This design comes from an exercise in tuning for small area on the open sky130 flow, not from production work. Where RTL was checked, it was by simulation tests only, not by an equivalence proof against the original.

## build 4
// convolutional_layer_1
module convolutional_layer_1 (
  input signed [7:0] in,
  input clk, en,
  output signed [191:0] out
);
Size: roughly 1100 flip-flops, ~200 I/O pins, ~0.072 mm² of cells after synthesis.
export LEC_CHECK = 0
export CAP_MARGIN = 20
export CORE_MARGIN = 2
export CORE_UTILIZATION = 55
export CTS_BUF_LIST = sky130_fd_sc_hd__clkbuf_16
export CTS_CLUSTER_DIAMETER = 100
export CTS_CLUSTER_SIZE = 25
export SLEW_MARGIN = 20
export SYNTH_HIERARCHICAL = 1
export SYNTH_MINIMUM_KEEP_SIZE = 0
create_clock -name core_clock -period 18.0 [get_ports {clk}]
standard.sh (not shown) runs the stock make flow with config.mk's settings and CLKGATE_MAP_FILE= SYNTH_SCRIPT=/design/flow/synth_recipe.tcl, a recipe that flattens the netlist after the stock synthesis.
==> flow/flow/run.sh <==
#!/bin/bash
# Standard synthesis, then the standard layout with small port buffers.
set -e
bash standard.sh synth > synth.log 2>&1
bash standard.sh BUFFER_PORTS_ARGS="-buffer_cell sky130_fd_sc_hd__buf_1" finish > layout.log 2>&1
Setup changes, build 4 to build 71
==> flow/flow/run.sh <==
#!/bin/bash
# Standard synthesis, then the standard layout with small port buffers.
set -e
bash standard.sh synth > synth.log 2>&1
bash standard.sh BUFFER_PORTS_ARGS="-buffer_cell sky130_fd_sc_hd__buf_1" GPL_KEEP_OVERFLOW=0 finish > layout.log 2>&1
[summary]
Of build 71 and build 4, it is build 71 that has the higher met1 usage.
Comparing build 4 and build 71, count of plain and timing-repair buffers is higher on build 4.
Build 71 gives more post-synthesis to final-layout area growth than build 4 did.
Via count: build 71 vs build 4 — no meaningful difference
Minimum setup slack among reg-to-reg paths for build 71: 0.13 ns down relative to build 4
diff inputs: build 71 => build 55
==> flow/flow/run.sh <==
#!/bin/bash
# Standard synthesis, then the standard layout with small port buffers.
set -e
bash standard.sh synth > synth.log 2>&1
bash standard.sh BUFFER_PORTS_ARGS="-buffer_cell sky130_fd_sc_hd__buf_1" finish > layout.log 2>&1
-- flow/config.mk --
<<< build 71, line 11
export CTS_BUF_LIST = sky130_fd_sc_hd__clkbuf_16
export CTS_CLUSTER_DIAMETER = 100
export CTS_CLUSTER_SIZE = 25
export SLEW_MARGIN = 20
>>> build 55, line 11
export CTS_BUF_LIST = sky130_fd_sc_hd__clkbuf_16
export CTS_CLUSTER_DIAMETER = 60
export CTS_CLUSTER_SIZE = 35
export SLEW_MARGIN = 20
Notes after the runs:
- Compared with build 71, build 55 shows total clock buffers created by CTS that has gone up by more than a quarter.
- Any difference in clock latency reported for the late side of the worst-skew pair between build 55 and build 71 is small enough to ignore.
- Build 71 -> build 55: global-route usage over all layers flat
- [compare] base=build 71 new=build 55: total number of sequential cells closely matched the old numbers, share of the clock period used by the worst path decreased by 1.1 points relative to the old numbers, post-route minimum period decreased by 0.19 ns relative to the old numbers, clock network area share increased by 1.4 points relative to the old numbers.
- Relative to build 71, maximum number of pins on one net before global-route repair has increased by 165 in build 55.
- Compare build 71 and build 55 | area overhead of the layout relative to synthesis lower: build 71
### build 55 -> build 77
-- flow/config.mk --
<<< build 55, line 11
export CTS_BUF_LIST = sky130_fd_sc_hd__clkbuf_16
export CTS_CLUSTER_DIAMETER = 60
export CTS_CLUSTER_SIZE = 35
export SLEW_MARGIN = 20
>>> build 77, line 11
export CTS_BUF_LIST = sky130_fd_sc_hd__clkbuf_16
export CTS_CLUSTER_DIAMETER = 70
export CTS_CLUSTER_SIZE = 30
export SLEW_MARGIN = 20
==> comparison <==
Reported for build 77 and build 55, non-clock buffer count turned out identical to the last digit.
Relative to build 55, the met3 track demand over resource of build 77 is lower by 0.20 points.
Compare build 77 and build 55 | total wire length higher: build 77


## v19
Another version of the RTL of convolutional_layer_1 (not shown whole).
For scale: roughly 3,800 cells after synthesis, roughly 1,100 flip-flops, ~200 I/O pins, ~74,000 um2 of cells after synthesis.
==> flow/config.mk <==
export PLATFORM = sky130hd
export DESIGN_NAME = convolutional_layer_1
export DESIGN_NICKNAME = convolutional_layer_1
export VERILOG_FILES = /design/flow/design.v
export SDC_FILE = /design/flow/constraint.sdc
export NUM_CORES = 8
export LEC_CHECK = 0
export CAP_MARGIN = 20
export CORE_MARGIN = 2
export CORE_UTILIZATION = 55
export CTS_BUF_LIST = sky130_fd_sc_hd__clkbuf_16
export CTS_CLUSTER_DIAMETER = 100
export CTS_CLUSTER_SIZE = 25
export SLEW_MARGIN = 20
export SYNTH_HIERARCHICAL = 1
export SYNTH_MINIMUM_KEEP_SIZE = 0
==> flow/constraint.sdc <==
create_clock -name core_clock -period 18.0 [get_ports {clk}]
set_input_delay 3.6000 -clock core_clock [delete_from_list [all_inputs] [get_ports {clk}]]
set_output_delay 3.6000 -clock core_clock [all_outputs]
set_load 0.01 [all_outputs]
==> flow/flow/run.sh <==
#!/bin/bash
# Standard synthesis, then the standard layout with small port buffers.
set -e
bash standard.sh synth > synth.log 2>&1
bash standard.sh BUFFER_PORTS_ARGS="-buffer_cell sky130_fd_sc_hd__buf_1" finish > layout.log 2>&1
Setup changes, v19 to v6
Settings: CORE_UTILIZATION changed from 55 to 45; SLEW_MARGIN changed from 20 to 5; CAP_MARGIN changed from 20 to 5.
[summary]
- v6 ended up with a higher layout overhead on the synthesized area than v19 did.
- v6 against v19: peak clock frequency supported by timing now sits lower, worst hold slack across all endpoints shows no meaningful change, via count now smaller.


convolutional_layer_1, a different RTL version from the one above (not shown whole).
Size: about 3800 cells after synthesis, about 1100 flip-flops, roughly 200 I/O pins, roughly 74000 µm² of cells after synthesis.
Settings: LEC_CHECK=0, CAP_MARGIN=20, CORE_MARGIN=2, CORE_UTILIZATION=45, CTS_BUF_LIST=sky130_fd_sc_hd__clkbuf_16, CTS_CLUSTER_DIAMETER=150, CTS_CLUSTER_SIZE=30, SLEW_MARGIN=20, SYNTH_HIERARCHICAL=1, SYNTH_MINIMUM_KEEP_SIZE=0; clock period 18.0 ns.
run.sh (not shown) runs the stock make flow with config.mk's settings and CLKGATE_MAP_FILE= SYNTH_SCRIPT=/design/flow/synth_recipe.tcl, a recipe that flattens the netlist after the stock synthesis.
Stock flow here: none of the scripts above is used.
Change:
--- a/flow/config.mk
+++ b/flow/config.mk
@@ -8,8 +8,8 @@
 export CAP_MARGIN = 20
 export CORE_MARGIN = 2
-export CORE_UTILIZATION = 45
+export CORE_UTILIZATION = 65
 export CTS_BUF_LIST = sky130_fd_sc_hd__clkbuf_16
-export CTS_CLUSTER_DIAMETER = 150
-export CTS_CLUSTER_SIZE = 30
+export CTS_CLUSTER_DIAMETER = 100
+export CTS_CLUSTER_SIZE = 25
 export SLEW_MARGIN = 20
 export SYNTH_HIERARCHICAL = 1
Now the flow reached the layout checks and failed them: negative setup slack.
Final cell count drops by 11%.
Clock-buffer cell count grows by 8.
Maximum frequency went down by 1.9%.
Area after synthesis does not change.
Via count climbs by 7.5%.
Design area went down by 0.84%.
Worst setup slack loses 0.35 ns.
Synthesized cell count does not change.
Change:
--- a/flow/config.mk
+++ b/flow/config.mk
@@ -8,5 +8,5 @@
 export CAP_MARGIN = 20
 export CORE_MARGIN = 2
-export CORE_UTILIZATION = 65
+export CORE_UTILIZATION = 45
 export CTS_BUF_LIST = sky130_fd_sc_hd__clkbuf_16
 export CTS_CLUSTER_DIAMETER = 100
=> The changed run completed with no timing, DRC or antenna violations; design area rises by 1.2%; cell count rises by about 13%; sequential share of layout area falls by 0.47 points; die area rises by 44%.
Function was not checked in any run of this note: the RTL went through the layout flow alone.


== try-onyx ==
Another version of the RTL of convolutional_layer_1 (not shown whole).
Size: about 4,600 cells after synthesis, ~200 I/O pins.
clock: 18.0 ns
lec_check: 0
cap_margin: 20
core_margin: 2
core_utilization: 55
cts_buf_list: sky130_fd_sc_hd__clkbuf_16
cts_cluster_diameter: 100
cts_cluster_size: 30
slew_margin: 20
synth_hierarchical: 1
synth_minimum_keep_size: 0
standard.sh (not shown) runs the stock make flow with config.mk's settings and CLKGATE_MAP_FILE= SYNTH_SCRIPT=/design/flow/synth_recipe.tcl, a recipe that flattens the netlist after the stock synthesis.
==> flow/flow/run.sh <==
#!/bin/bash
# Standard synthesis and layout with small port buffers; after placement the constant
# output ports of each map share one tie cell.
set -e
bash standard.sh synth > synth.log 2>&1
bash standard.sh BUFFER_PORTS_ARGS="-buffer_cell sky130_fd_sc_hd__buf_1" GPL_KEEP_OVERFLOW=0 place > place.log 2>&1
ODB=orfs/results/sky130hd/convolutional_layer_1/base/3_place.odb openroad -no_init -exit flow/merge_ties.tcl > merge_ties.log 2>&1
bash standard.sh BUFFER_PORTS_ARGS="-buffer_cell sky130_fd_sc_hd__buf_1" GPL_KEEP_OVERFLOW=0 finish > layout.log 2>&1
==> flow/flow/merge_ties.tcl <==
# Let one tie cell drive all the constant output ports of a map instead of one tie cell each.
read_db $::env(ODB)
set block [[[ord::get_db] getChip] getBlock]
array set keep {}
set removed 0
foreach inst [$block getInsts] {
  if {[[$inst getMaster] getName] ne "sky130_fd_sc_hd__conb_1"} { continue }
  set net "NULL"
  set pin ""
  foreach it [$inst getITerms] {
    set n [$it getNet]
    if {$n ne "NULL" && [[$it getMTerm] getName] in {LO HI}} { set net $n; set pin [[$it getMTerm] getName] }
  }
  if {$net eq "NULL"} { continue }
  set bts [$net getBTerms]
  if {[llength $bts] != 1 || [llength [$net getITerms]] != 1} { continue }
  set name [[lindex $bts 0] getName]
  if {![regexp {^out\[(\d+)\]$} $name -> idx]} { continue }
  set key "$pin[expr {$idx / 32}]"
  if {![info exists keep($key)]} { set keep($key) $net; continue }
  set bt [lindex $bts 0]
  $bt disconnect
  $bt connect $keep($key)
  odb::dbInst_destroy $inst
  odb::dbNet_destroy $net
  incr removed
}
puts "merge_ties: removed $removed tie cells"
write_db $::env(ODB)
try-onyx completed; timing, DRC and antenna clean
#### Input delta (try-violet over try-onyx)
Settings: setting GPL_ROUTABILITY_DRIVEN to 0 for the first time.
Results
- try-violet vs try-onyx, via count normalized by instance count went up by about 0.54%.
- [compare] base=try-onyx new=try-violet: sum of routed wire length over all layers fell by about 14%; wire length of the first global-routing pass fell by about 11%.

## separate check: timing with driven ports
The flow's constraints put no driver on any port. The routed layouts listed below were extracted and timed again, unchanged, in two steps. Step 1 (the two cells are an assumption about what drives the block):
set clk [get_ports {clk}]
set_driving_cell -lib_cell sky130_fd_sc_hd__clkbuf_16 $clk
set_driving_cell -lib_cell sky130_fd_sc_hd__buf_2 [delete_from_list [all_inputs] $clk]
Step 2 also shifts input and output timing later by t, the mid clock arrival at the registers, as if the neighbouring blocks saw the same clock. Three values: no drivers, after step 1, after step 2; two values: the first two.
run | shift t [ns] | slack for setup (ns) | worst setup path after step 2 | slew at the worst register clock pin (ns) | worst data-port slew with drivers (ns)
build 4 | 0.764 | 0.363 / 0.280 / 1.044 | register to output | 0.11 / 0.11 | 0.05
build 71 | 0.791 | 0.190 / 0.107 / 0.898 | register to output | 0.12 / 0.12 | 0.04
build 55 | 0.761 | 0.383 / 0.301 / 1.062 | register to output | 0.12 / 0.12 | 0.04
build 77 | 0.762 | 0.231 / 0.147 / 0.908 | register to output | 0.11 / 0.11 | 0.04
v19 | 0.791 | 0.579 / 0.494 / 1.286 | register to output | 0.11 / 0.11 | 0.05
v6 | 0.795 | 0.514 / 0.427 / 1.223 | register to output | 0.12 / 0.12 | 0.06
the first run of note 3 | 0.778 | 0.320 / 0.234 / 1.013 | register to output | 0.13 / 0.13 | 0.06
the second run of note 3 | 0.791 | -0.029 / -0.112 / 0.680 | register to output | 0.12 / 0.12 | 0.06
the third run of note 3 | 0.789 | 0.319 / 0.233 / 1.022 | register to output | 0.11 / 0.11 | 0.06
try-onyx | 0.768 | 0.331 / 0.247 / 1.015 | register to output | 0.12 / 0.12 | 0.04
try-violet | 0.784 | 0.235 / 0.157 / 0.942 | register to output | 0.12 / 0.12 | 0.03
